Source: an optimization exercise on an open RTL-to-GDS flow (aim: small area). Production flows keep margins and buffers that such runs may drop.
In this exercise RTL edits were held to simulation tests only and were not proved equivalent to the original.
No run shown here takes its clock network from TritonCTS; it comes from the design's own scripts or RTL.
No driver is modelled on the clock port, so clock power and skew are understated where the tree is cut down; a real chip needs a root buffer or a tree.
Power is estimated from default activity; no workload was simulated.

`flow/config.mk`:
```
export PLATFORM = sky130hd
export DESIGN_NAME = mt9v_frontend
export DESIGN_NICKNAME = mt9v_frontend
export VERILOG_FILES = /design/flow/design.v
export SDC_FILE = /design/flow/constraint.sdc
export NUM_CORES = 4
export LEC_CHECK = 0
export CAP_MARGIN = 20
export CORE_MARGIN = 2
export CORE_UTILIZATION = 70
export PLACE_DENSITY = 0.75
export SLEW_MARGIN = 20
```
`flow/constraint.sdc`:
```
create_clock -name core_clock -period 5.0 [get_ports {pclk}]
set_input_delay 1.0000 -clock core_clock [delete_from_list [all_inputs] [get_ports {pclk}]]
set_output_delay 1.0000 -clock core_clock [all_outputs]
set_load 0.01 [all_outputs]
```
`flow/design.v`:
```
`timescale 1 ns / 1 ps
module MT9V_REG (
	input        pclk,
	input  [7:0] data_in,
	input        fm_in,
	input        ln_in,
	output [7:0] data_out,
	output       fm_out,
	output       ln_out
);
	reg [7:0] data;
	reg       fm;
	reg       ln;
	always @(posedge pclk) begin
		data <= data_in;
		fm   <= fm_in;
		ln   <= ln_in;
	end
	assign data_out = data;
	assign fm_out   = fm;
	assign ln_out   = ln;
endmodule
`timescale 1 ns / 1 ps
module MT9V_to_AXIS (
	input        pclk,
	input        rst,
	input  [7:0] data,
	input        fm,
	input        ln,
	output [7:0] m_axis_video_tdata,
	output       m_axis_video_tlast,
	output       m_axis_video_tuser,
	output       m_axis_video_tvalid,
	output       av,
	output       hs,
	output       vs
);
	reg [7:0]  data_reg1, data_reg2;
	reg        ln_reg1, ln_reg3, ln_reg4;
	reg        flag, start, fm_reg2;
	reg [72:0] fm_dly;
	reg        fmd_ok;
	reg        track;
	reg [15:0] pixcnt1, pixcnt2, pixcnt3, pixcnt_max, linecnt;
	reg        hs_reg, hs1_reg, vs_reg;
	wire fm_reg1 = fm_dly[72];
	wire fmd     = fm_dly[0] & fmd_ok;
	wire [16:0] diff = {1'b0, pixcnt3} - {1'b0, pixcnt_max};
	wire diff_hi0 = ~|diff[16:7];
	wire d93  = diff_hi0 & (diff[6:0] == 7'd93);
	wire d92  = diff_hi0 & (diff[6:0] == 7'd92);
	wire dhs  = diff_hi0 & (diff[6:0] >= 7'd15) & (diff[6:0] < 7'd63);
	localparam [15:0] P1_15 = 16'h400b;
	wire p1_low0 = ~|pixcnt1[14:0];
	wire p1_fb   = pixcnt1[15] ^ pixcnt1[13] ^ pixcnt1[12] ^ pixcnt1[10] ^ p1_low0;
	wire p1_zero = p1_low0 & ~pixcnt1[15];
	wire lc_low0 = ~|linecnt[14:0];
	wire lc_fb   = linecnt[15] ^ linecnt[13] ^ linecnt[12] ^ linecnt[10] ^ lc_low0;
	wire hs1_next = (pixcnt1 == P1_15) | (hs1_reg & ~p1_zero & ~(~pixcnt1[0] & pixcnt1[4] & ~pixcnt1[9] & pixcnt1[10]));
	always @(posedge pclk) begin
		data_reg1 <= data;
		data_reg2 <= data_reg1;
		fm_dly    <= {fm, fm_dly[72:1]};
	end
	always @(posedge pclk)
		if (rst) begin
			ln_reg1    <= 1'b0;
			ln_reg3    <= 1'b0;
			ln_reg4    <= 1'b0;
			flag       <= 1'b0;
			start      <= 1'b0;
			fm_reg2    <= 1'b0;
			fmd_ok     <= 1'b0;
			track      <= 1'b0;
			pixcnt1    <= 16'd0;
			pixcnt2    <= 16'd0;
			pixcnt3    <= 16'd0;
			pixcnt_max <= 16'd0;
			linecnt    <= 16'd0;
			hs_reg     <= 1'b0;
			hs1_reg    <= 1'b0;
			vs_reg     <= 1'b0;
		end else begin
			ln_reg1 <= ln;
			ln_reg3 <= ~ln_reg1 & ln;
			if (ln_reg3)
				ln_reg4 <= 1'b0;
			else if (ln_reg1 & ~ln)
				ln_reg4 <= 1'b1;
			if (ln_reg3)
				flag <= 1'b1;
			else if (~fm)
				flag <= 1'b0;
			start   <= ln_reg3 & ~flag;
			fm_reg2 <= fm_reg1 & ln_reg1;
			if (pixcnt3[6] & pixcnt3[3])
				fmd_ok <= 1'b1;
			pixcnt1 <= (fm_reg2 | ~fmd) ? 16'd0 : {pixcnt1[14:0], p1_fb};
			pixcnt2 <= fm_reg2 ? pixcnt2 + 16'd1 : 16'd0;
			if (start)
				pixcnt_max <= 16'd0;
			else if (track)
				pixcnt_max <= pixcnt2;
			track <= fm_reg2 & (start | (~&pixcnt2 & (track | (pixcnt2 == pixcnt_max))));
			pixcnt3 <= (fmd | d93) ? 16'd0 : pixcnt3 + 16'd1;
			if (fmd)
				linecnt <= 16'd0;
			else if (d92)
				linecnt <= {linecnt[14:0], lc_fb};
			hs1_reg <= hs1_next;
			hs_reg  <= dhs;
			vs_reg <= (linecnt[15:11] == 5'd0) & (linecnt[8:0] == 9'd0) & (linecnt[10] ^ linecnt[9]);
		end
	assign m_axis_video_tdata  = data_reg2;
	assign m_axis_video_tlast  = ln_reg4;
	assign m_axis_video_tuser  = start;
	assign m_axis_video_tvalid = fm_reg2;
	assign av = fm_reg2;
	assign hs = hs_reg | hs1_reg;
	assign vs = vs_reg;
endmodule
`timescale 1 ns / 1 ps
module mt9v_frontend (
	input        pclk,
	input        rst,
	input  [7:0] data,
	input        fm,
	input        ln,
	output [7:0] m_axis_video_tdata,
	output       m_axis_video_tlast,
	output       m_axis_video_tuser,
	output       m_axis_video_tvalid,
	output       av,
	output       hs,
	output       vs
);
  wire [7:0] data_r;
  wire       fm_r;
  wire       ln_r;
  MT9V_REG u_reg (
	.pclk(pclk),
	.data_in(data),
	.fm_in(fm),
	.ln_in(ln),
	.data_out(data_r),
	.fm_out(fm_r),
	.ln_out(ln_r)
  );
  MT9V_to_AXIS u_axis (
	.pclk(pclk),
	.rst(rst),
	.data(data_r),
	.fm(fm_r),
	.ln(ln_r),
	.m_axis_video_tdata(m_axis_video_tdata),
	.m_axis_video_tlast(m_axis_video_tlast),
	.m_axis_video_tuser(m_axis_video_tuser),
	.m_axis_video_tvalid(m_axis_video_tvalid),
	.av(av),
	.hs(hs),
	.vs(vs)
  );
endmodule
```
`flow/flow/run.sh`:
```
#!/bin/bash
# The standard layout (standard.sh), changed only in:
# - synthesis: ABC maps the logic for area (flow/abc_area.script, run in
#   place of ORFS's abc_speed.script), and adders are left to ABC instead of
#   being mapped to half/full-adder cells first (ADDER_MAP_FILE empty);
#   registers are untouched, so they keep the standard synthesis's names and
#   cell types;
# - CTS: a two-level inverter clock tree built by flow/manual_cts.tcl in
#   place of TritonCTS: the clock port drives one inv_6, which drives 9 inv_8,
#   each driving one balanced cluster of flip-flop clock pins (positive clock
#   at every flip-flop, no deliberate skew);
# - port buffers: buf_1.
set -e
here=$(pwd)
rm -rf "$here/scripts_area"
cp -r "$FLOW_HOME/scripts" "$here/scripts_area"
cp "$here/flow/abc_area.script" "$here/scripts_area/abc_speed.script"
python3 - "$here" <<'PY'
import sys
here = sys.argv[1]
p = here + "/scripts_area/cts.tcl"
s = open(p).read()
old = "log_cmd clock_tree_synthesis {*}$cts_args"
assert old in s
s = s.replace(old, "source " + here + "/flow/manual_cts.tcl\n"
    "manual_cts pclk 9 sky130_fd_sc_hd__inv_8 sky130_fd_sc_hd__inv_6")
open(p, "w").write(s)
PY
export BUFFER_PORTS_ARGS="-buffer_cell sky130_fd_sc_hd__buf_1"
bash standard.sh SCRIPTS_DIR="$here/scripts_area" ADDER_MAP_FILE= > standard.log 2>&1
```
`flow/flow/abc_area.script`:
```
strash
&get -n
&deepsyn -I 20 -J 5
&put
strash
dc2
dch -f
amap
strash
dc2
dch -f
amap
strash
dc2
dch -f
amap
strash
dc2
dch -f
amap
strash
dc2
dch -f
amap
strash
dc2
dch -f
amap
```
`flow/flow/manual_cts.tcl`:
```
proc cts_connect { inst in_net out_net } {
  foreach it [$inst getITerms] {
    if {[$it isInputSignal]} { $it connect $in_net }
    if {[$it isOutputSignal]} { $it connect $out_net }
  }
}
# Manual clock tree: the clock port drives NLEAF clock buffers, each of which
# drives the flip-flop clock pins of one cluster (k-means on pin location).
proc manual_cts { clk_port nleaf bufname {rootname ""} } {
  set db [ord::get_db]
  set block [ord::get_db_block]
  set clk_net [$block findNet $clk_port]
  set master [$db findMaster $bufname]
  set sinks {}
  foreach it [$clk_net getITerms] {
    set bb [[$it getInst] getBBox]
    lappend sinks [list $it [expr {([$bb xMin] + [$bb xMax]) / 2.0}] [expr {([$bb yMin] + [$bb yMax]) / 2.0}]]
  }
  set n [llength $sinks]
  # initial centers: sinks sorted by angle around the centroid
  set cx 0; set cy 0
  foreach s $sinks { set cx [expr {$cx + [lindex $s 1]}]; set cy [expr {$cy + [lindex $s 2]}] }
  set cx [expr {$cx / $n}]; set cy [expr {$cy / $n}]
  set byang {}
  foreach s $sinks { lappend byang [list [expr {atan2([lindex $s 2] - $cy, [lindex $s 1] - $cx)}] [lindex $s 1] [lindex $s 2]] }
  set byang [lsort -real -index 0 $byang]
  set centers {}
  for {set k 0} {$k < $nleaf} {incr k} {
    set e [lindex $byang [expr {int(($k + 0.5) * $n / $nleaf)}]]
    lappend centers [list [lindex $e 1] [lindex $e 2]]
  }
  # balanced k-means: each cluster holds at most ceil(n/nleaf) sinks
  set cap [expr {int(ceil(double($n) / $nleaf))}]
  for {set iter 0} {$iter < 30} {incr iter} {
    set pairs {}
    set i 0
    foreach s $sinks {
      for {set k 0} {$k < $nleaf} {incr k} {
        set c [lindex $centers $k]
        set d [expr {abs([lindex $s 1] - [lindex $c 0]) + abs([lindex $s 2] - [lindex $c 1])}]
        lappend pairs [list $d $i $k]
      }
      incr i
    }
    set pairs [lsort -real -index 0 $pairs]
    array unset asg; array unset cnt
    for {set k 0} {$k < $nleaf} {incr k} { set cnt($k) 0 }
    foreach p $pairs {
      lassign $p d i k
      if {[info exists asg($i)] || $cnt($k) >= $cap} continue
      set asg($i) $k; incr cnt($k)
    }
    set newc {}
    for {set k 0} {$k < $nleaf} {incr k} { set sx($k) 0; set sy($k) 0 }
    set i 0
    foreach s $sinks { set k $asg($i); set sx($k) [expr {$sx($k) + [lindex $s 1]}]; set sy($k) [expr {$sy($k) + [lindex $s 2]}]; incr i }
    for {set k 0} {$k < $nleaf} {incr k} { lappend newc [list [expr {$sx($k) / max(1,$cnt($k))}] [expr {$sy($k) / max(1,$cnt($k))}]] }
    set centers $newc
  }
  set drv_net $clk_net
  if {$rootname ne ""} {
    set rinst [odb::dbInst_create $block [$db findMaster $rootname] "clkbuf_root"]
    set drv_net [odb::dbNet_create $block "clknet_root"]
    $drv_net setSigType CLOCK
    cts_connect $rinst $clk_net $drv_net
    set rx 0; set ry 0
    foreach c $centers { set rx [expr {$rx + [lindex $c 0]}]; set ry [expr {$ry + [lindex $c 1]}] }
    $rinst setLocation [expr {int($rx / $nleaf)}] [expr {int($ry / $nleaf)}]
    $rinst setPlacementStatus PLACED
  }
  for {set k 0} {$k < $nleaf} {incr k} {
    set inst [odb::dbInst_create $block $master "clkbuf_leaf_$k"]
    set net [odb::dbNet_create $block "clknet_leaf_$k"]
    $net setSigType CLOCK
    cts_connect $inst $drv_net $net
    set c [lindex $centers $k]
    $inst setLocation [expr {int([lindex $c 0])}] [expr {int([lindex $c 1])}]
    $inst setPlacementStatus PLACED
    set leafnet($k) $net
  }
  set i 0
  foreach s $sinks {
    set it [lindex $s 0]
    $it disconnect
    $it connect $leafnet($asg($i))
    incr i
  }
  global_connect
  puts "manual_cts: $n sinks, $nleaf leaf buffers $bufname, at most $cap sinks each"
}
```
`flow/standard.sh`:
```
#!/bin/bash
# synth_recipe.tcl (not shown) runs the flow's synth.tcl, then flattens the netlist and writes it again
# the make line also repeats each setting of config.mk as NAME=value (left out here)
make -C /OpenROAD-flow-scripts/flow DESIGN_CONFIG=/design/flow/config.mk WORK_HOME=/design/flow/orfs CLKGATE_MAP_FILE= SYNTH_SCRIPT=/design/flow/synth_recipe.tcl "${@:-finish}"
```
==> results of run 1 <==
## cells in the final DEF (no fill, tap or decap), drive strengths merged
cell type / instances
clkinv: 71
nor3: 12
o221ai: 1
o21a: 4
a2111oi: 3
o221a: 1
dfxtp: 190
a221oi: 3
or2: 1
nand4: 4
or3: 4
nor4: 6
a31oi: 2
a211oi: 15
a41oi: 1
o32ai: 1
o31ai: 1
a311oi: 1
a222oi: 3
nor2b: 12
nand2: 28
nor3b: 7
nand3: 6
o21bai: 2
nor2: 67
and3: 1
a21oi: 20
inv: 10
o22ai: 46
buf: 25
a21o: 1
o311ai: 1
o21ai: 13
## worst min path at each step
stage	start	to	slack (ns)	depth (start not counted)
2_1_floorplan	u_reg.data[0]$_DFF_P_	u_axis.data_reg1[0]$_DFF_P_	0.31	0
3_3_place_gp	u_reg.data[7]$_DFF_P_	u_axis.data_reg1[7]$_DFF_P_	0.31	0
3_5_place_dp	u_axis.data_reg1[2]$_DFF_P_	u_axis.data_reg2[2]$_DFF_P_	0.31	0
4_1_cts	u_axis.data_reg1[2]$_DFF_P_	u_axis.data_reg2[2]$_DFF_P_	0.31	0
5_1_grt	u_axis.fm_dly[60]$_DFF_P_	u_axis.fm_dly[59]$_DFF_P_	0.34	0
6_report	u_axis.fm_dly[60]$_DFF_P_	u_axis.fm_dly[59]$_DFF_P_	0.33	0
## metrics by stage
step                std cells  total power, W
floorplan                 529        0.001609
global placement          655        0.001622
detailed placement        655        0.001626
CTS                       665        0.002054
global route              665        0.002218
finish                    665        0.002141
## per-layer routing
layer | vias up | part of all wire
met2 | 79 | 0.48
met1 | 1696 | 0.46
met5 | - | 0
li1 | 1894 | -
met4 | 0 | 0.018
met3 | 15 | 0.036
## worst reg2reg max path, stage by stage (launching register included)
cell and delay, ns:
sky130_fd_sc_hd__dfxtp_1 0.36, sky130_fd_sc_hd__clkinv_1 0.15, sky130_fd_sc_hd__nor2_1 0.20, sky130_fd_sc_hd__nor2_1 0.09, sky130_fd_sc_hd__nor2_1 0.12, sky130_fd_sc_hd__nor2_1 0.05, sky130_fd_sc_hd__a21oi_1 0.11, sky130_fd_sc_hd__o221ai_1 0.12
sky130_fd_sc_hd__a2111oi_0 0.42, sky130_fd_sc_hd__o311ai_0 0.32, sky130_fd_sc_hd__nor4_1 0.53, sky130_fd_sc_hd__nand4_1 0.65, sky130_fd_sc_hd__o22ai_1 0.35
## logic make-up (layout without fill, tap and decap cells)
| group | after synthesis | count (layout) | synth area share |
|---|---|---|---|
| flops | 190 | 190 | 0.6881 |
| buf+inv | 72 | 106 | 0.04957 |
| simple gates | 148 | 148 | 0.1220 |
| compound gates | 119 | 119 | 0.1403 |
## power by group through the flow
stage / Clock (W) / Sequential [W] / Combinational [W]
global route: 0.000618 / 0.00157 / 0.0000330
finish: 0.000549 / 0.00156 / 0.0000299
detailed placement: 0 / 0.00160 / 0.0000298
global placement: 0 / 0.00159 / 0.0000286
floorplan: 0 / 0.00159 / 0.0000158
CTS: 0.000427 / 0.00160 / 0.0000299
## layout make-up
class                   instances  area, sq um
multi-input cells             267         1450
repair buffers                 25        93.84
fillers                       531         1836
inverters                      81        376.6
flip-flops and latches        190         3804
well taps                     102        127.6
==> out/qor.txt, run 1 <==
Status -> no timing/DRC/antenna violations
Buffer count from post-CTS setup fixing -> 0
Top flip-flop cell by instance count after synthesis -> sky130_fd_sc_hd__dfxtp_1
Area growth, synth to finish -> 5.862%
Busiest grt layer -> met2
Critical path required time -> 5.17 ns
Worst setup path endpoint -> u_axis.linecnt[3]$_SDFFE_PP0P_
Share of power burned in combinational logic -> 0.014
Wire length after detailed routing -> 9611 um
Internal power -> 0.001628 W
Via count of the first global-routing pass -> 3440
Leading post-synthesis cells by instance count -> sky130_fd_sc_hd__dfxtp_1 (190), sky130_fd_sc_hd__clkinv_1 (71), sky130_fd_sc_hd__nor2_1 (67)
Met3 Track Usage GR -> 0.01953
Die extent in y -> 92.87 um
Synthesized netlist cell count -> 529
Cell type with the largest total area after synthesis -> sky130_fd_sc_hd__dfxtp_1
Clock power share -> 0.256
Most frequent cell after synthesis -> sky130_fd_sc_hd__dfxtp_1
Cts hold-fix bufs -> 0
Initial antenna violation count -> 0
Worst reg-to-reg setup slack -> 1.43 ns
Worst Setup Start Kind -> flip-flop
Seq pwr share -> 0.730
Depth of the worst register-to-register path -> 12
Timing startpoint of the critical path -> u_axis.pixcnt_max[12]$_SDFFE_PP0P_
Worst flop-to-flop path endpoint -> u_axis.linecnt[3]$_SDFFE_PP0P_
Count of nets after finishing -> 577
Number of resized instances in the post-cts repair step -> 0
Maximum achievable frequency -> 0.2804 GHz
Post-synthesis async set-or-reset flop share -> 0
Start of the worst register-to-register path -> u_axis.pixcnt_max[12]$_SDFFE_PP0P_
Sum of negative setup slack -> 0 ns
Setup slack after layout -> 1.434 ns
Least-Margin Pin Slew -> 0.6706 ns
Worst VDD drop -> 0.3491 mV
Avg Cell Area, Syn -> 10.45 sq um
Sequential element share of the synthesized area -> 0.6881
Summed instance area of the synthesized netlist -> 0.005528 sq mm
Worst hold-check path type -> flip-flop to flip-flop
Syn nets -> 541
Placer congestion estimate -> 0.9262
Psw -> 0.0005133 W
Number of gates on the worst path with buffers counted -> 12
Remaining routing DRC violations -> 0
First-iteration detailed-routing DRC count -> 171
Cells taking the most area after synthesis -> sky130_fd_sc_hd__dfxtp_1 (69%), sky130_fd_sc_hd__o22ai_1 (5.2%), sky130_fd_sc_hd__clkinv_1 (4.8%)
Die Area -> 0.008624 sq mm
Area fraction of the dominant cell type after synthesis -> 0.6881
Worst-path clk slew -> 0.11 ns
Post-synthesis register bit count -> 190
Total count of max-transition violations in the final report -> 0
Detailed placement HPWL -> 6917 um
Synth warn -> 2
Skew-Pair Late Insertion Delay -> 0.28 ns
Final core utilization -> 0.7612
Kind of capture point of the worst setup path -> flip-flop
WP buf/inv -> 1
Total global routing overflow -> 0
I/O pin count -> 26
Share of layout cells above drive strength 1 -> 0.01776
Share of the clock period used by the worst path after layout -> 0.7131
Count of input and output buffers -> 25
Horizontal extent of the die -> 92.87 um
Number of max-cap violations -> 0
CP delay by family, top -> simple AND/OR/NAND/NOR gates
Final antenna diode count -> 0
Switching share of total power -> 0.2397
Number of enable flip-flop cells after synthesis -> 0
Maximum clock skew at final layout -> 0.01687 ns
Startpoint-to-endpoint class of the critical path -> flip-flop to flip-flop
Final setup violation count -> 0
Unrepaired setup endpoints after global routing -> false
Residual antenna-violating net count after detailed routing -> 0
Total routing usage reported by global routing -> 0.2246
Worst-case hold slack -> 0.3310 ns
Initial core utilization -> 0.7191
Total cell area at the placement stage -> 0.005742 sq mm
Final count of hold timing violations -> 0
Leakage power of the design -> 2.078 nW
WL per Instance -> 14.45 um
Power density of the placed cells -> 365.9 mW/mm^2
Global-route wire length before repair -> 15840 um
Critical path's largest stage delay -> 0.65 ns
Number of iterations in the first detailed-routing pass -> 5
Pin count of the biggest net entering global routing -> 23
Post-Layout Inst Area -> 0.005852 sq mm
Met2 Use GR -> 0.3937
Met1 routing resource usage after global routing -> 0.3098
Flip-flop count of the largest register after layout -> 73
Pre-CTS setup slack -> 1.643 ns
Maximum fanout count along the critical path -> 16
Slew headroom -> 0.5516
Register bank with the most flops -> u_axis.fm_dly
Arrival time at the worst endpoint -> 3.74 ns
Routed vias/inst -> 5.540
Count of unique library cells instantiated by Yosys -> 32
Total number of vias -> 3684
Clock period minus worst slack -> 3.566 ns
Most frequent CP cell -> sky130_fd_sc_hd__nor2_1
Cell-by-cell trace of the critical path -> clkinv_1 > nor2_1 > nor2_1 > nor2_1 > nor2_1 > a21oi_1 > o221ai_1 > a2111oi_0 > o311ai_0 > nor4_1 > nand4_1 > o22ai_1
Placeable core area -> 0.007687 sq mm
Placement Rows -> 32
Worst-path cell with the longest stage delay -> sky130_fd_sc_hd__nand4_1
==> run 2: changes to the inputs <==
==> flow/flow/abc_area.script (replaced) <==

strash
dc2
dch -f
amap
strash
dc2
dch -f
amap
strash
dc2
dch -f
amap
strash
dc2
dch -f
amap
strash
dc2
dch -f
amap
strash
dc2
dch -f
amap
==> out/qor.txt, run 2 <==
Via count of the first global-routing pass -> 3573
Power density of the placed cells -> 367.3 mW/mm^2
Startpoint-to-endpoint class of the critical path -> flip-flop to flip-flop
Psw -> 0.0005449 W
Total count of max-transition violations in the final report -> 0
Share of layout cells above drive strength 1 -> 0.01900
Worst-case hold slack -> 0.3250 ns
Leakage power of the design -> 2.172 nW
Flip-flop count of the largest register after layout -> 73
Number of iterations in the first detailed-routing pass -> 5
Leading post-synthesis cells by instance count -> sky130_fd_sc_hd__dfxtp_1 (190), sky130_fd_sc_hd__nor2_1 (81), sky130_fd_sc_hd__clkinv_1 (51)
Multi-input gate area in the final layout -> 0.001657 sq mm
# fillers -> 496
Internal power -> 0.001653 W
Post-synthesis async set-or-reset flop share -> 0
Initial core utilization -> 0.7279
Worst hold-check path type -> flip-flop to flip-flop
Register bank with the most flops -> u_axis.fm_dly
Worst Setup Start Kind -> flip-flop
Commonest non-fill, non-tap cells in the layout -> sky130_fd_sc_hd__dfxtp_1 (190), sky130_fd_sc_hd__nor2_1 (81), sky130_fd_sc_hd__clkinv_1 (51)
Total cell area at the placement stage -> 0.005868 sq mm
Final setup violation count -> 0
Die extent in y -> 93.88 um
Total routing usage reported by global routing -> 0.2280
Global-route wire length before repair -> 16530 um
Cell type with the largest total area after synthesis -> sky130_fd_sc_hd__dfxtp_1
Clock period minus worst slack -> 4.045 ns
Post-synthesis register bit count -> 190
Share of the clock period used by the worst path after layout -> 0.8090
Syn nets -> 557
Worst-path clk slew -> 0.11 ns
Avg Cell Area, Syn -> 10.37 sq um
Synthesized netlist cell count -> 545
Status -> no timing/DRC/antenna violations
Critical path required time -> 5.20 ns
Total global routing overflow -> 0
Number of enable flip-flop cells after synthesis -> 0
Unrepaired setup endpoints after global routing -> false
Seq pwr share -> 0.714
Final count of hold timing violations -> 0
Top flip-flop cell by instance count after synthesis -> sky130_fd_sc_hd__dfxtp_1
Maximum fanout count along the critical path -> 18
Sequential element share of the synthesized area -> 0.6727
Least-Margin Pin Slew -> 0.7675 ns
Residual antenna-violating net count after detailed routing -> 0
Area taken by flip-flops and latches -> 0.003804 sq mm
Worst VDD drop -> 0.3146 mV
Maximum achievable frequency -> 0.2472 GHz
Kind of capture point of the worst setup path -> flip-flop
Cells taking the most area after synthesis -> sky130_fd_sc_hd__dfxtp_1 (67%), sky130_fd_sc_hd__nor2_1 (5.4%), sky130_fd_sc_hd__a21oi_1 (3.5%)
Final antenna diode count -> 0
Number of resized instances in the post-cts repair step -> 0
Most frequent cell after synthesis -> sky130_fd_sc_hd__dfxtp_1
Cts hold-fix bufs -> 0
Post-Layout Inst Area -> 0.005983 sq mm
Sum of negative setup slack -> 0 ns
Pin count of the biggest net entering global routing -> 33
Slew headroom -> 0.4865
Switching share of total power -> 0.2479
Initial antenna violation count -> 0
Arrival time at the worst endpoint -> 4.25 ns
Total number of vias -> 3829
Most frequent standard cell in the layout excluding fill and tap cells -> sky130_fd_sc_hd__dfxtp_1
Area growth, synth to finish -> 5.820%
Detailed placement HPWL -> 6912 um
Placement Rows -> 32
WL per Instance -> 14.25 um
Summed instance area of the synthesized netlist -> 0.005654 sq mm
Area fraction of the dominant cell type after synthesis -> 0.6727
Count of nets after finishing -> 593
Horizontal extent of the die -> 93.88 um
Skew-Pair Late Insertion Delay -> 0.28 ns
Routed vias/inst -> 5.623
Share of power burned in combinational logic -> 0.039
First-iteration detailed-routing DRC count -> 324
Placer congestion estimate -> 0.9394
Buffer count from post-CTS setup fixing -> 0
Synth warn -> 2
Number of max-cap violations -> 0
Count of unique library cells instantiated by Yosys -> 32
Wire length after detailed routing -> 9703 um
Maximum clock skew at final layout -> 0.01349 ns
Clock power share -> 0.248
Count of input and output buffers -> 25
I/O pin count -> 26
Remaining routing DRC violations -> 0
Placeable core area -> 0.007767 sq mm
Die Area -> 0.008813 sq mm
==> run 2: cell types whose count changed after synthesis, moves of 3 or more <==
cell | before | now
sky130_fd_sc_hd__and2_0 | 0 | 5
sky130_fd_sc_hd__o21ai_0 | 13 | 38
sky130_fd_sc_hd__o22ai_1 | 46 | 6
sky130_fd_sc_hd__a22oi_1 | 0 | 4
sky130_fd_sc_hd__o221a_1 | 1 | 13
sky130_fd_sc_hd__nor3_1 | 12 | 15
sky130_fd_sc_hd__clkinv_1 | 71 | 51
sky130_fd_sc_hd__nor2_1 | 67 | 81
sky130_fd_sc_hd__a21oi_1 | 20 | 39
sky130_fd_sc_hd__o21a_1 | 4 | 0
==> run 2: path summary, 6_finish.rpt <==
path,startpoint,end,slack (ns),depth (start not counted)
setup / recovery,u_axis.pixcnt_max[1]$_SDFFE_PP0P_,u_axis.linecnt[0]$_SDFFE_PP0P_,0.96,22
hold / removal,u_axis.data_reg1[5]$_DFF_P_,u_axis.data_reg2[5]$_DFF_P_,0.32,0
setup reg to reg,u_axis.pixcnt_max[1]$_SDFFE_PP0P_,u_axis.linecnt[0]$_SDFFE_PP0P_,0.96,22
hold reg to reg,u_axis.data_reg1[5]$_DFF_P_,u_axis.data_reg2[5]$_DFF_P_,0.32,0
==> run 2: metal layers <==
layer | up-vias | wire [um] | track usage
li1 | 1966 | - | -
met1 | 1742 | 4509 | 0.3212
met2 | 102 | 4564 | 0.3875
met3 | 19 | 451 | 0.02327
met4 | 0 | 177 | 0.04469
met5 | - | 0 | 0
==> run 2: kinds of logic (layout without fill, tap and decap cells) <==
logic type / count (synthesis) / after routing / synth area share
buffers and inverters: 52 / 86 / 0.03518
AOI/OAI and AO/OA: 135 / 135 / 0.1567
DFF: 190 / 190 / 0.6727
and+or+nand+nor: 168 / 168 / 0.1354
==> run 2: stage by stage <==
| step | cells | total power [W] | utilization | setup slack [ns] |
|---|---|---|---|---|
| detailed placement | 671 | 0.001685 | 0.7555 | 0.7955 |
| global route | 681 | 0.002278 | 0.7703 | 0.1281 |
| finish | 681 | 0.002198 | 0.7703 | 0.9550 |
| global placement | 671 | 0.001679 | 0.7555 | 1.067 |
| CTS | 681 | 0.002114 | 0.7697 | 0.7893 |
| floorplan | 545 | 0.001657 | - | 1.518 |
==> run 2: area by class of cell <==
class,count,share of cell area
tap,102,0.02133
multi-input combinational,303,0.2769
inverter,61,0.05040
sequential,190,0.6357
timing repair buffer,25,0.01568
==> run 2: worst max-delay path, cell delays in order, from the launching register on <==
cell and delay (ns):
sky130_fd_sc_hd__dfxtp_1 0.35, sky130_fd_sc_hd__clkinv_1 0.08, sky130_fd_sc_hd__a22oi_1 0.11, sky130_fd_sc_hd__nand2_1 0.10, sky130_fd_sc_hd__o21ai_0 0.09, sky130_fd_sc_hd__and2_0 0.18
sky130_fd_sc_hd__o21ai_0 0.19, sky130_fd_sc_hd__o21ai_0 0.14, sky130_fd_sc_hd__nand2_1 0.10, sky130_fd_sc_hd__o21ai_0 0.09, sky130_fd_sc_hd__nand2_1 0.09, sky130_fd_sc_hd__o21ai_0 0.13
sky130_fd_sc_hd__o22ai_1 0.19, sky130_fd_sc_hd__o21ai_0 0.15, sky130_fd_sc_hd__a21oi_1 0.20, sky130_fd_sc_hd__a21oi_1 0.10, sky130_fd_sc_hd__a2111oi_0 0.32, sky130_fd_sc_hd__o21ai_0 0.21
sky130_fd_sc_hd__nor2_1 0.21, sky130_fd_sc_hd__nand3_2 0.31, sky130_fd_sc_hd__clkinv_1 0.37, sky130_fd_sc_hd__nor2_1 0.08, sky130_fd_sc_hd__a211oi_1 0.20
==> run 2: power by group through the flow <==
stage / registers [W] / clock network (W) / logic, W
final: 0.00157 / 0.000545 / 0.0000848
after floorplan: 0.00160 / 0 / 0.0000587
after detailed placement: 0.00160 / 0 / 0.0000834
after global routing: 0.00157 / 0.000608 / 0.0000976
after global placement: 0.00160 / 0 / 0.0000787
after CTS: 0.00160 / 0.000427 / 0.0000838
==> run 3: changes to the inputs <==
--- a/flow/flow/run.sh
+++ b/flow/flow/run.sh
@@ -1,12 +1,12 @@
 #!/bin/bash
 # The standard layout (standard.sh), changed only in:
-# - synthesis: ABC maps the logic for area (flow/abc_area.script, run in
+# - synthesis: ABC restructures (deepsyn) and maps the logic for area (flow/abc_area.script, run in
 #   place of ORFS's abc_speed.script), and adders are left to ABC instead of
 #   being mapped to half/full-adder cells first (ADDER_MAP_FILE empty);
 #   registers are untouched, so they keep the standard synthesis's names and
 #   cell types;
 # - CTS: a two-level inverter clock tree built by flow/manual_cts.tcl in
-#   place of TritonCTS: the clock port drives one inv_6, which drives 9 inv_8,
+#   place of TritonCTS: the clock port drives one inv_8, which drives 10 inv_8,
 #   each driving one balanced cluster of flip-flop clock pins (positive clock
 #   at every flip-flop, no deliberate skew);
 # - port buffers: buf_1.
@@ -23,7 +23,7 @@
 old = "log_cmd clock_tree_synthesis {*}$cts_args"
 assert old in s
 s = s.replace(old, "source " + here + "/flow/manual_cts.tcl\n"
-    "manual_cts pclk 9 sky130_fd_sc_hd__inv_8 sky130_fd_sc_hd__inv_6")
+    "manual_cts pclk 10 sky130_fd_sc_hd__inv_8 sky130_fd_sc_hd__inv_8")
 open(p, "w").write(s)
 PY
 export BUFFER_PORTS_ARGS="-buffer_cell sky130_fd_sc_hd__buf_1"
--- a/flow/flow/abc_area.script
+++ b/flow/flow/abc_area.script
@@ -1,4 +1,7 @@
-
+strash
+&get -n
+&deepsyn -I 20 -J 5
+&put
 strash
 dc2
 dch -f
==> out/qor.txt, run 3 <==
Worst flop-to-flop path endpoint -> u_axis.linecnt[3]$_SDFFE_PP0P_
Depth of the worst register-to-register path -> 12
Area growth, synth to finish -> 6.111%
Count of unique library cells instantiated by Yosys -> 32
Via count of the first global-routing pass -> 3456
WL per Instance -> 14.39 um
Worst VDD drop -> 0.2860 mV
Metal3 WL -> 457 um
End of the worst hold path -> u_axis.fm_dly[22]$_DFF_P_
Buffer count from post-CTS setup fixing -> 0
Status -> no timing/DRC/antenna violations
Maximum achievable frequency -> 0.2907 GHz
Worst-path clk slew -> 0.10 ns
Synth warn -> 2
Final core utilization -> 0.7630
Avg Cell Area, Syn -> 10.45 sq um
Register bank with the most flops -> u_axis.fm_dly
Unrepaired setup endpoints after global routing -> false
Most frequent standard cell in the layout excluding fill and tap cells -> sky130_fd_sc_hd__dfxtp_1
Sequential element share of the synthesized area -> 0.6881
First-iteration detailed-routing DRC count -> 184
Cell-by-cell trace of the critical path -> clkinv_1 > nor2_1 > nor2_1 > nor2_1 > nor2_1 > a21oi_1 > o221ai_1 > a2111oi_0 > o311ai_0 > nor4_1 > nand4_1 > o22ai_1
Placer congestion estimate -> 0.9262
Summed instance area of the synthesized netlist -> 0.005528 sq mm
Post-synthesis async set-or-reset flop share -> 0
Die Area -> 0.008624 sq mm
Startpoint-to-endpoint class of the critical path -> flip-flop to flip-flop
Area fraction of the dominant cell type after synthesis -> 0.6881
Most frequent CP cell -> sky130_fd_sc_hd__nor2_1
Arrival time at the worst endpoint -> 3.58 ns
Count of input and output buffers -> 25
Top flip-flop cell by instance count after synthesis -> sky130_fd_sc_hd__dfxtp_1
Number of max-cap violations -> 0
Commonest non-fill, non-tap cells in the layout -> sky130_fd_sc_hd__dfxtp_1 (190), sky130_fd_sc_hd__clkinv_1 (71), sky130_fd_sc_hd__nor2_1 (67)
Wire length after detailed routing -> 9587 um
Worst-path cell with the longest stage delay -> sky130_fd_sc_hd__nand4_1
Pin count of the biggest net entering global routing -> 20
Cells taking the most area after synthesis -> sky130_fd_sc_hd__dfxtp_1 (69%), sky130_fd_sc_hd__o22ai_1 (5.2%), sky130_fd_sc_hd__clkinv_1 (4.8%)
Critical path's largest stage delay -> 0.65 ns
Most frequent cell after synthesis -> sky130_fd_sc_hd__dfxtp_1
Beginning of the worst hold path -> u_axis.fm_dly[23]$_DFF_P_
Detailed placement HPWL -> 6917 um
Least-Margin Pin Slew -> 0.6760 ns
Met2 wirelength from detailed routing -> 4695 um
Slew headroom -> 0.5480
Clock period minus worst slack -> 3.440 ns
Share of the clock period used by the worst path after layout -> 0.6880
Number of enable flip-flop cells after synthesis -> 0
Leakage power of the design -> 2.085 nW
Maximum fanout count along the critical path -> 16
Synthesized netlist cell count -> 529
Global-route wire length before repair -> 15860 um
Placeable core area -> 0.007687 sq mm
Horizontal extent of the die -> 92.87 um
Leading post-synthesis cells by instance count -> sky130_fd_sc_hd__dfxtp_1 (190), sky130_fd_sc_hd__clkinv_1 (71), sky130_fd_sc_hd__nor2_1 (67)
Number of resized instances in the post-cts repair step -> 0
Final setup violation count -> 0
Count of nets after finishing -> 578
Placement Rows -> 32
Post-synthesis register bit count -> 190
I/O pin count -> 26
Post-Layout Inst Area -> 0.005866 sq mm
Worst reg-to-reg setup slack -> 1.56 ns
Start of the worst register-to-register path -> u_axis.pixcnt_max[12]$_SDFFE_PP0P_
Cell type with the largest total area after synthesis -> sky130_fd_sc_hd__dfxtp_1
Residual antenna-violating net count after detailed routing -> 0
Final count of hold timing violations -> 0
Remaining routing DRC violations -> 0
Die extent in y -> 92.87 um
Number of iterations in the first detailed-routing pass -> 5
Hold Path Stages -> 0
Initial antenna violation count -> 0
Worst hold-check path type -> flip-flop to flip-flop
Syn nets -> 541
Top sig layer -> met4
Met1 layer wirelength in the final routing -> 4332 um
Cts hold-fix bufs -> 0
Sum of negative setup slack -> 0 ns
Share of layout cells above drive strength 1 -> 0.01950
Flip-flop count of the largest register after layout -> 73
Worst Setup Start Kind -> flip-flop
Total number of vias -> 3699
Routed vias/inst -> 5.554
Final antenna diode count -> 0
Total cell area at the placement stage -> 0.005742 sq mm
Critical path required time -> 5.14 ns
Total count of max-transition violations in the final report -> 0
Maximum clock skew at final layout -> 0.01745 ns
Kind of capture point of the worst setup path -> flip-flop
Initial core utilization -> 0.7191
Skew-Pair Late Insertion Delay -> 0.24 ns
Total routing usage reported by global routing -> 0.2242
Power density of the placed cells -> 368.1 mW/mm^2
Total global routing overflow -> 0
## run 3: cell types whose count changed after synthesis, sizes merged, moves of 3 or more
cell / change
a21oi: -19
a22oi: -4
and2: -5
clkinv: +20
nor2: -14
nor3: -3
o21a: +4
o21ai: -25
o221a: -12
o22ai: +40
## run 3: per-stage QoR
step                      total power, W  hold WS (ns)  instances  setup WS (ns)
after CTS                       0.002078        0.3121        666          1.662
after floorplan                 0.001609        0.3096        529          2.470
after global placement          0.001622        0.3099        655          1.958
final                           0.002159        0.3271        666          1.560
after detailed placement        0.001626        0.3121        655          1.643
after global routing            0.002244        0.3362        666          1.057
## run 3: routing by layer
| metal | vias to the layer above | global-route usage |
|---|---|---|
| met2 | 88 | 0.3937 |
| met3 | 11 | 0.02522 |
| met1 | 1711 | 0.3078 |
| li1 | 1889 | - |
| met5 | - | 0 |
| met4 | 0 | 0.03431 |
## run 3: worst max path at each step
stage / endpoint / startpoint
4_1_cts: u_axis.linecnt[3]$_SDFFE_PP0P_ / u_axis.pixcnt_max[12]$_SDFFE_PP0P_
2_1_floorplan: u_axis.linecnt[10]$_SDFFE_PP0P_ / u_axis.pixcnt_max[12]$_SDFFE_PP0P_
6_report: u_axis.linecnt[3]$_SDFFE_PP0P_ / u_axis.pixcnt_max[12]$_SDFFE_PP0P_
3_3_place_gp: u_axis.linecnt[3]$_SDFFE_PP0P_ / u_axis.pixcnt_max[12]$_SDFFE_PP0P_
5_1_grt: u_axis.linecnt[3]$_SDFFE_PP0P_ / u_axis.pixcnt_max[12]$_SDFFE_PP0P_
3_5_place_dp: u_axis.linecnt[3]$_SDFFE_PP0P_ / u_axis.pixcnt_max[12]$_SDFFE_PP0P_
## run 3: critical path: cells and delay by family, from the launching register on
| kind | cells | cell delay [ns] |
|---|---|---|
| simple gates | 6 | 1.56 |
| compound gates | 5 | 1.27 |
| flops | 1 | 0.35 |
| buf+inv | 1 | 0.14 |
## run 3: area by class of cell
type	instances	area [sq um]
fill	537	1822
inverter	82	390.4
multi-input combinational	267	1450
sequential	190	3804
tap	102	127.6
timing repair buffer	25	93.84
## run 3: power breakdown
part	switching [W]	leakage (nW)	internal [W]
logic	0.0000212	0.458	0.00000885
registers	0.0000123	1.56	0.00155
clock network	0.000490	0.0666	0.0000773
## run 3: kinds of logic (layout without fill, tap and decap cells)
logic type | count (synthesis) | count (layout) | share of synthesized area
DFF | 190 | 190 | 0.6881
buffers and inverters | 72 | 107 | 0.04957
and+or+nand+nor | 148 | 148 | 0.1220
AOI/OAI and AO/OA | 119 | 119 | 0.1403
==> run 4: changes to the inputs <==
--- a/flow/flow/run.sh
+++ b/flow/flow/run.sh
@@ -6,7 +6,7 @@
 #   registers are untouched, so they keep the standard synthesis's names and
 #   cell types;
 # - CTS: a two-level inverter clock tree built by flow/manual_cts.tcl in
-#   place of TritonCTS: the clock port drives one inv_8, which drives 10 inv_8,
+#   place of TritonCTS: the clock port drives one inv_8, which drives 9 inv_8,
 #   each driving one balanced cluster of flip-flop clock pins (positive clock
 #   at every flip-flop, no deliberate skew);
 # - port buffers: buf_1.
@@ -23,7 +23,7 @@
 old = "log_cmd clock_tree_synthesis {*}$cts_args"
 assert old in s
 s = s.replace(old, "source " + here + "/flow/manual_cts.tcl\n"
-    "manual_cts pclk 10 sky130_fd_sc_hd__inv_8 sky130_fd_sc_hd__inv_8")
+    "manual_cts pclk 9 sky130_fd_sc_hd__inv_8 sky130_fd_sc_hd__inv_8")
 open(p, "w").write(s)
 PY
 export BUFFER_PORTS_ARGS="-buffer_cell sky130_fd_sc_hd__buf_1"
--- a/flow/config.mk
+++ b/flow/config.mk
@@ -8,5 +8,5 @@
 export CAP_MARGIN = 20
 export CORE_MARGIN = 2
 export CORE_UTILIZATION = 70
-export PLACE_DENSITY = 0.75
+export PLACE_DENSITY = 0.85
 export SLEW_MARGIN = 20
==> out/qor.txt, run 4 <==
Arrival time at the worst endpoint -> 3.58 ns
Commonest non-fill, non-tap cells in the layout -> sky130_fd_sc_hd__dfxtp_1 (190), sky130_fd_sc_hd__clkinv_1 (71), sky130_fd_sc_hd__nor2_1 (67)
Worst VDD drop -> 0.2865 mV
Area growth, synth to finish -> 5.908%
Summed instance area of the synthesized netlist -> 0.005528 sq mm
Syn nets -> 541
Buffer count from post-CTS setup fixing -> 0
Number of enable flip-flop cells after synthesis -> 0
Wire length after detailed routing -> 10300 um
Total routing usage reported by global routing -> 0.2401
Number of max-cap violations -> 0
Flip-flop count of the largest register after layout -> 73
Cts hold-fix bufs -> 0
Most frequent CP cell -> sky130_fd_sc_hd__nor2_1
Count of nets after finishing -> 577
Depth of the worst register-to-register path -> 12
Cell type with the largest total area after synthesis -> sky130_fd_sc_hd__dfxtp_1
Final Power -> 0.002145 W
Detailed placement HPWL -> 7499 um
Kind of capture point of the worst setup path -> flip-flop
Status -> no timing/DRC/antenna violations
Synth warn -> 2
Sequential element share of the synthesized area -> 0.6881
Cell-by-cell trace of the critical path -> clkinv_1 > nor2_1 > nor2_1 > nor2_1 > nor2_1 > a21oi_1 > o221ai_1 > a2111oi_0 > o311ai_0 > nor4_1 > nand4_1 > o22ai_1
Final antenna diode count -> 0
Critical path's largest stage delay -> 0.65 ns
Clock period minus worst slack -> 3.444 ns
Cells taking the most area after synthesis -> sky130_fd_sc_hd__dfxtp_1 (69%), sky130_fd_sc_hd__o22ai_1 (5.2%), sky130_fd_sc_hd__clkinv_1 (4.8%)
Least-Margin Pin Slew -> 0.6836 ns
Power density of the placed cells -> 366.5 mW/mm^2
Worst-path clk slew -> 0.10 ns
Leakage power of the design -> 2.079 nW
Via count of the first global-routing pass -> 3653
Worst hold-check path type -> flip-flop to flip-flop
Remaining routing DRC violations -> 0
Total global routing overflow -> 0
CP delay by family, top -> simple AND/OR/NAND/NOR gates
Synthesized netlist cell count -> 529
Final setup violation count -> 0
Maximum fanout count along the critical path -> 16
Share of layout cells above drive strength 1 -> 0.01776
Worst flop-to-flop path endpoint -> u_axis.linecnt[8]$_SDFFE_PP0P_
WP buf/inv -> 1
Routed vias/inst -> 5.713
Most frequent cell after synthesis -> sky130_fd_sc_hd__dfxtp_1
Slew headroom -> 0.5429
Initial core utilization -> 0.7191
First-iteration detailed-routing DRC count -> 205
Placeable core area -> 0.007687 sq mm
Die Area -> 0.008624 sq mm
Area fraction of the dominant cell type after synthesis -> 0.6881
Startpoint-to-endpoint class of the critical path -> flip-flop to flip-flop
Post-synthesis async set-or-reset flop share -> 0
Hold Path Stages -> 0
Number of iterations in the first detailed-routing pass -> 5
Placement Rows -> 32
Register bank with the most flops -> u_axis.fm_dly
Residual antenna-violating net count after detailed routing -> 0
Top flip-flop cell by instance count after synthesis -> sky130_fd_sc_hd__dfxtp_1
Pin count of the biggest net entering global routing -> 23
Total number of vias -> 3799
Skew-Pair Late Insertion Delay -> 0.23 ns
Beginning of the worst hold path -> u_axis.fm_dly[26]$_DFF_P_
Leading post-synthesis cells by instance count -> sky130_fd_sc_hd__dfxtp_1 (190), sky130_fd_sc_hd__clkinv_1 (71), sky130_fd_sc_hd__nor2_1 (67)
Worst-path cell with the longest stage delay -> sky130_fd_sc_hd__nand4_1
I/O pin count -> 26
Most frequent standard cell in the layout excluding fill and tap cells -> sky130_fd_sc_hd__dfxtp_1
Count of unique library cells instantiated by Yosys -> 32
Post-synthesis register bit count -> 190
Horizontal extent of the die -> 92.87 um
Critical path required time -> 5.14 ns
Global-route wire length before repair -> 17010 um
Worst Setup Start Kind -> flip-flop
Final count of hold timing violations -> 0
Start of the worst register-to-register path -> u_axis.pixcnt_max[12]$_SDFFE_PP0P_
Maximum achievable frequency -> 0.2903 GHz
Number of resized instances in the post-cts repair step -> 0
Initial antenna violation count -> 0
Share of the clock period used by the worst path after layout -> 0.6888
Unrepaired setup endpoints after global routing -> false
Maximum clock skew at final layout -> 0.01073 ns
Count of input and output buffers -> 25
Worst reg-to-reg setup slack -> 1.56 ns
Placer congestion estimate -> 0.9562
Die extent in y -> 92.87 um
Total count of max-transition violations in the final report -> 0
End of the worst hold path -> u_axis.fm_dly[25]$_DFF_P_
Avg Cell Area, Syn -> 10.45 sq um
# fillers -> 544
WL per Instance -> 15.49 um
Sum of negative setup slack -> 0 ns
Final core utilization -> 0.7616
## run 4: cell counts after synthesis
No cell type changed its count.
## run 4: worst max-delay path by stage
| stage | endpoint | startpoint | cells past startpoint | slack (ns) |
|---|---|---|---|---|
| detailed placement | u_axis.linecnt[8]$_SDFFE_PP0P_ | u_axis.pixcnt_max[12]$_SDFFE_PP0P_ | 12 | 1.69 |
| CTS | u_axis.linecnt[8]$_SDFFE_PP0P_ | u_axis.pixcnt_max[12]$_SDFFE_PP0P_ | 12 | 1.70 |
| finish | u_axis.linecnt[8]$_SDFFE_PP0P_ | u_axis.pixcnt_max[12]$_SDFFE_PP0P_ | 12 | 1.56 |
| floorplan | u_axis.linecnt[10]$_SDFFE_PP0P_ | u_axis.pixcnt_max[12]$_SDFFE_PP0P_ | 12 | 2.47 |
| global route | u_axis.linecnt[14]$_SDFFE_PP0P_ | u_axis.pixcnt_max[12]$_SDFFE_PP0P_ | 12 | 1.28 |
| global placement | u_axis.linecnt[5]$_SDFFE_PP0P_ | u_axis.pixcnt_max[12]$_SDFFE_PP0P_ | 12 | 2.03 |
## run 4: per-layer routing
metal / GRT usage / routed length (um) / part of all wire / up-vias
met5: 0 / 0 / 0 / -
met4: 0.06250 / 258 / 0.025 / 0
met3: 0.02034 / 542 / 0.053 / 26
met2: 0.4215 / 5195 / 0.50 / 127
met1: 0.3225 / 4308 / 0.42 / 1753
li1: - / - / - / 1893
## run 4: final cells by class
cell class | count | area (sq um) | share of cell area
inverters | 81 | 379.1 | 0.06476
multi-input cells | 267 | 1450 | 0.2477
flip-flops and latches | 190 | 3804 | 0.6497
well taps | 102 | 127.6 | 0.02180
repair buffers | 25 | 93.84 | 0.01603
## run 4: cell families after synthesis
family                 Yosys count  share of synthesized area
DFF                            190                     0.6881
and+or+nand+nor                148                     0.1220
AOI/OAI and AO/OA              119                     0.1403
buffers and inverters           72                    0.04957
## run 4: per-stage QoR
step / area (sq um) / instances / hold slack (ns) / setup slack [ns]
floorplan: 5528 / 529 / 0.3096 / 2.470
global placement: 5742 / 655 / 0.3097 / 2.026
detailed placement: 5742 / 655 / 0.3121 / 1.688
CTS: 5854 / 665 / 0.3121 / 1.698
global route: 5854 / 665 / 0.3413 / 1.280
finish: 5854 / 665 / 0.3345 / 1.556
## run 4: where the power goes
group          leakage (nW)  switching, W  internal, W
logic                 0.458     0.0000221   0.00000886
registers              1.56     0.0000121      0.00155
clock network        0.0605      0.000482    0.0000707
==> run 5: changes to the inputs <==
--- a/flow/design.v
+++ b/flow/design.v
@@ -54,9 +54,9 @@
 	wire p1_low0 = ~|pixcnt1[14:0];
 	wire p1_fb   = pixcnt1[15] ^ pixcnt1[13] ^ pixcnt1[12] ^ pixcnt1[10] ^ p1_low0;
 	wire p1_zero = p1_low0 & ~pixcnt1[15];
+	wire hs1_next = (pixcnt1 == P1_15) | (hs1_reg & ~p1_zero & ~(~pixcnt1[0] & pixcnt1[4] & ~pixcnt1[9] & pixcnt1[10]));
 	wire lc_low0 = ~|linecnt[14:0];
 	wire lc_fb   = linecnt[15] ^ linecnt[13] ^ linecnt[12] ^ linecnt[10] ^ lc_low0;
-	wire hs1_next = (pixcnt1 == P1_15) | (hs1_reg & ~p1_zero & ~(~pixcnt1[0] & pixcnt1[4] & ~pixcnt1[9] & pixcnt1[10]));
 	always @(posedge pclk) begin
 		data_reg1 <= data;
 		data_reg2 <= data_reg1;
@@ -109,7 +109,7 @@
 				linecnt <= {linecnt[14:0], lc_fb};
 			hs1_reg <= hs1_next;
 			hs_reg  <= dhs;
-			vs_reg <= (linecnt[15:11] == 5'd0) & (linecnt[8:0] == 9'd0) & (linecnt[10] ^ linecnt[9]);
+			vs_reg  <= (linecnt[15:11] == 5'd0) & (linecnt[8:0] == 9'd0) & (linecnt[10] ^ linecnt[9]);
 		end
 	assign m_axis_video_tdata  = data_reg2;
 	assign m_axis_video_tlast  = ln_reg4;
==> out/qor.txt, run 5 <==
Count of unique library cells instantiated by Yosys -> 32
Total global routing overflow -> 0
Maximum clock skew at final layout -> 0.01073 ns
Post-Layout Inst Area -> 0.005854 sq mm
Sequential element share of the synthesized area -> 0.6881
I/O pin count -> 26
Share of the clock period used by the worst path after layout -> 0.6888
Post-synthesis register bit count -> 190
Leakage power of the design -> 2.079 nW
Maximum fanout count along the critical path -> 16
Pin count of the biggest net entering global routing -> 23
Worst-path cell with the longest stage delay -> sky130_fd_sc_hd__nand4_1
Global-route wire length before repair -> 17010 um
Synth warn -> 2
Detailed placement HPWL -> 7499 um
Post-synthesis async set-or-reset flop share -> 0
Number of iterations in the first detailed-routing pass -> 5
Final antenna diode count -> 0
Arrival time at the worst endpoint -> 3.58 ns
Share of layout cells above drive strength 1 -> 0.01776
Worst hold-check path type -> flip-flop to flip-flop
Final core utilization -> 0.7616
Placeable core area -> 0.007687 sq mm
Most frequent cell after synthesis -> sky130_fd_sc_hd__dfxtp_1
Critical path required time -> 5.14 ns
Most frequent CP cell -> sky130_fd_sc_hd__nor2_1
Sum of negative setup slack -> 0 ns
Flip-flop count of the largest register after layout -> 73
Initial core utilization -> 0.7191
Summed instance area of the synthesized netlist -> 0.005528 sq mm
Skew-Pair Late Insertion Delay -> 0.23 ns
Number of max-cap violations -> 0
Die extent in y -> 92.87 um
Unrepaired setup endpoints after global routing -> false
Clock period minus worst slack -> 3.444 ns
Number of resized instances in the post-cts repair step -> 0
Critical path's largest stage delay -> 0.65 ns
Total count of max-transition violations in the final report -> 0
Commonest non-fill, non-tap cells in the layout -> sky130_fd_sc_hd__dfxtp_1 (190), sky130_fd_sc_hd__clkinv_1 (71), sky130_fd_sc_hd__nor2_1 (67)
Least-Margin Pin Slew -> 0.6836 ns
Horizontal extent of the die -> 92.87 um
Maximum achievable frequency -> 0.2903 GHz
Routed vias/inst -> 5.713
Syn nets -> 541
Area growth, synth to finish -> 5.908%
Residual antenna-violating net count after detailed routing -> 0
Worst-path clk slew -> 0.10 ns
Slew headroom -> 0.5429
Count of input and output buffers -> 25
Startpoint-to-endpoint class of the critical path -> flip-flop to flip-flop
Most frequent standard cell in the layout excluding fill and tap cells -> sky130_fd_sc_hd__dfxtp_1
First-iteration detailed-routing DRC count -> 205
Die Area -> 0.008624 sq mm
Area fraction of the dominant cell type after synthesis -> 0.6881
Placement Rows -> 32
Remaining routing DRC violations -> 0
Leading post-synthesis cells by instance count -> sky130_fd_sc_hd__dfxtp_1 (190), sky130_fd_sc_hd__clkinv_1 (71), sky130_fd_sc_hd__nor2_1 (67)
WP buf/inv -> 1
WL per Instance -> 15.49 um
Cts hold-fix bufs -> 0
Register bank with the most flops -> u_axis.fm_dly
Final count of hold timing violations -> 0
Via count of the first global-routing pass -> 3653
Cells taking the most area after synthesis -> sky130_fd_sc_hd__dfxtp_1 (69%), sky130_fd_sc_hd__o22ai_1 (5.2%), sky130_fd_sc_hd__clkinv_1 (4.8%)
Total cell area at the placement stage -> 0.005742 sq mm
Avg Cell Area, Syn -> 10.45 sq um
Initial antenna violation count -> 0
Number of enable flip-flop cells after synthesis -> 0
Final setup violation count -> 0
CP delay by family, top -> simple AND/OR/NAND/NOR gates
Count of nets after finishing -> 577
Kind of capture point of the worst setup path -> flip-flop
Wire length after detailed routing -> 10300 um
Top flip-flop cell by instance count after synthesis -> sky130_fd_sc_hd__dfxtp_1
Total number of vias -> 3799
Placer congestion estimate -> 0.9562
Status -> no timing/DRC/antenna violations
Cell-by-cell trace of the critical path -> clkinv_1 > nor2_1 > nor2_1 > nor2_1 > nor2_1 > a21oi_1 > o221ai_1 > a2111oi_0 > o311ai_0 > nor4_1 > nand4_1 > o22ai_1
Synthesized netlist cell count -> 529
Power density of the placed cells -> 366.5 mW/mm^2
Total routing usage reported by global routing -> 0.2401
Worst VDD drop -> 0.2865 mV
Worst Setup Start Kind -> flip-flop
Buffer count from post-CTS setup fixing -> 0
Cell type with the largest total area after synthesis -> sky130_fd_sc_hd__dfxtp_1
[run 5: cell counts after synthesis]
Identical to the previous run, type by type.
[run 5: cells by family (layout without fill, tap and decap cells)]
| family | after synthesis | in the layout | synth area share |
|---|---|---|---|
| AOI/OAI and AO/OA | 119 | 119 | 0.1403 |
| buffers and inverters | 72 | 106 | 0.04957 |
| DFF | 190 | 190 | 0.6881 |
| and+or+nand+nor | 148 | 148 | 0.1220 |
[run 5: where the power goes]
part | total, W | switching [W] | internal [W]
registers | 0.00156 | 0.0000121 | 0.00155
clock network | 0.000553 | 0.000482 | 0.0000707
logic | 0.0000309 | 0.0000221 | 0.00000886
total | 0.00215 | 0.000516 | 0.00163
[run 5: area by class of cell]
| class | count | area, sq um |
|---|---|---|
| inverter | 81 | 379.1 |
| multi-input combinational | 267 | 1450 |
| sequential | 190 | 3804 |
| fill | 544 | 1833 |
| tap | 102 | 127.6 |
| timing repair buffer | 25 | 93.84 |
[run 5: worst reg2reg max path, delay by kind of cell (launching register included)]
| family | cells | cell delay, ns |
|---|---|---|
| flip-flops | 1 | 0.35 |
| AND/OR/NAND/NOR | 6 | 1.62 |
| AO/OA/AOI/OAI | 5 | 1.25 |
| buffers and inverters | 1 | 0.16 |
[run 5: final timing paths]
check	slack, ns	cells past startpoint	end	startpoint
setup / recovery	1.56	12	u_axis.linecnt[8]$_SDFFE_PP0P_	u_axis.pixcnt_max[12]$_SDFFE_PP0P_
hold / removal	0.33	0	u_axis.fm_dly[25]$_DFF_P_	u_axis.fm_dly[26]$_DFF_P_
setup reg to reg	1.56	12	u_axis.linecnt[8]$_SDFFE_PP0P_	u_axis.pixcnt_max[12]$_SDFFE_PP0P_
hold reg to reg	0.33	0	u_axis.fm_dly[25]$_DFF_P_	u_axis.fm_dly[26]$_DFF_P_
[run 5: routing by layer]
| metal | wire length [um] | GRT usage | up-vias |
|---|---|---|---|
| li1 | - | - | 1893 |
| met3 | 542 | 0.02034 | 26 |
| met4 | 258 | 0.06250 | 0 |
| met1 | 4308 | 0.3225 | 1753 |
| met2 | 5195 | 0.4215 | 127 |
| met5 | 0 | 0 | - |
[run 5: metrics by stage]
| stage | total power (W) | hold WS [ns] | setup slack [ns] | instances |
|---|---|---|---|---|
| final | 0.002145 | 0.3345 | 1.556 | 665 |
| after global routing | 0.002220 | 0.3413 | 1.280 | 665 |
| after CTS | 0.002057 | 0.3121 | 1.698 | 665 |
| after detailed placement | 0.001626 | 0.3121 | 1.688 | 655 |
| after global placement | 0.001622 | 0.3097 | 2.026 | 655 |
| after floorplan | 0.001609 | 0.3096 | 2.470 | 529 |

==> re-timing with driven ports <==
The flow's constraints put no driver on any port. The routed layouts listed below were extracted and timed again, unchanged, in two steps. Step 1 assumes that a clkbuf_16 drives the clock port and a buf_2 every other input. Step 2, shift: input delay + t, output delay - t, t = (earliest + latest rising clock arrival at the registers) / 2. This alone moves slack from input paths to output paths. Three values: ideal, step 1, step 2; two values: the first two.
| run | shift t [ns] | setup slack, ns | pins driven straight from the clock port |
|---|---|---|---|
| run 1 | 0.310 | 1.434 / 1.434 / 1.434 | 1 |
| run 2 | 0.308 | 0.955 / 0.955 / 0.955 | 1 |
| run 3 | 0.281 | 1.560 / 1.560 / 1.560 | 1 |
| run 4 | 0.276 | 1.556 / 1.556 / 1.556 | 1 |
| run 5 | 0.276 | 1.556 / 1.556 / 1.556 | 1 |
After both steps setup and hold are still met in every run listed.
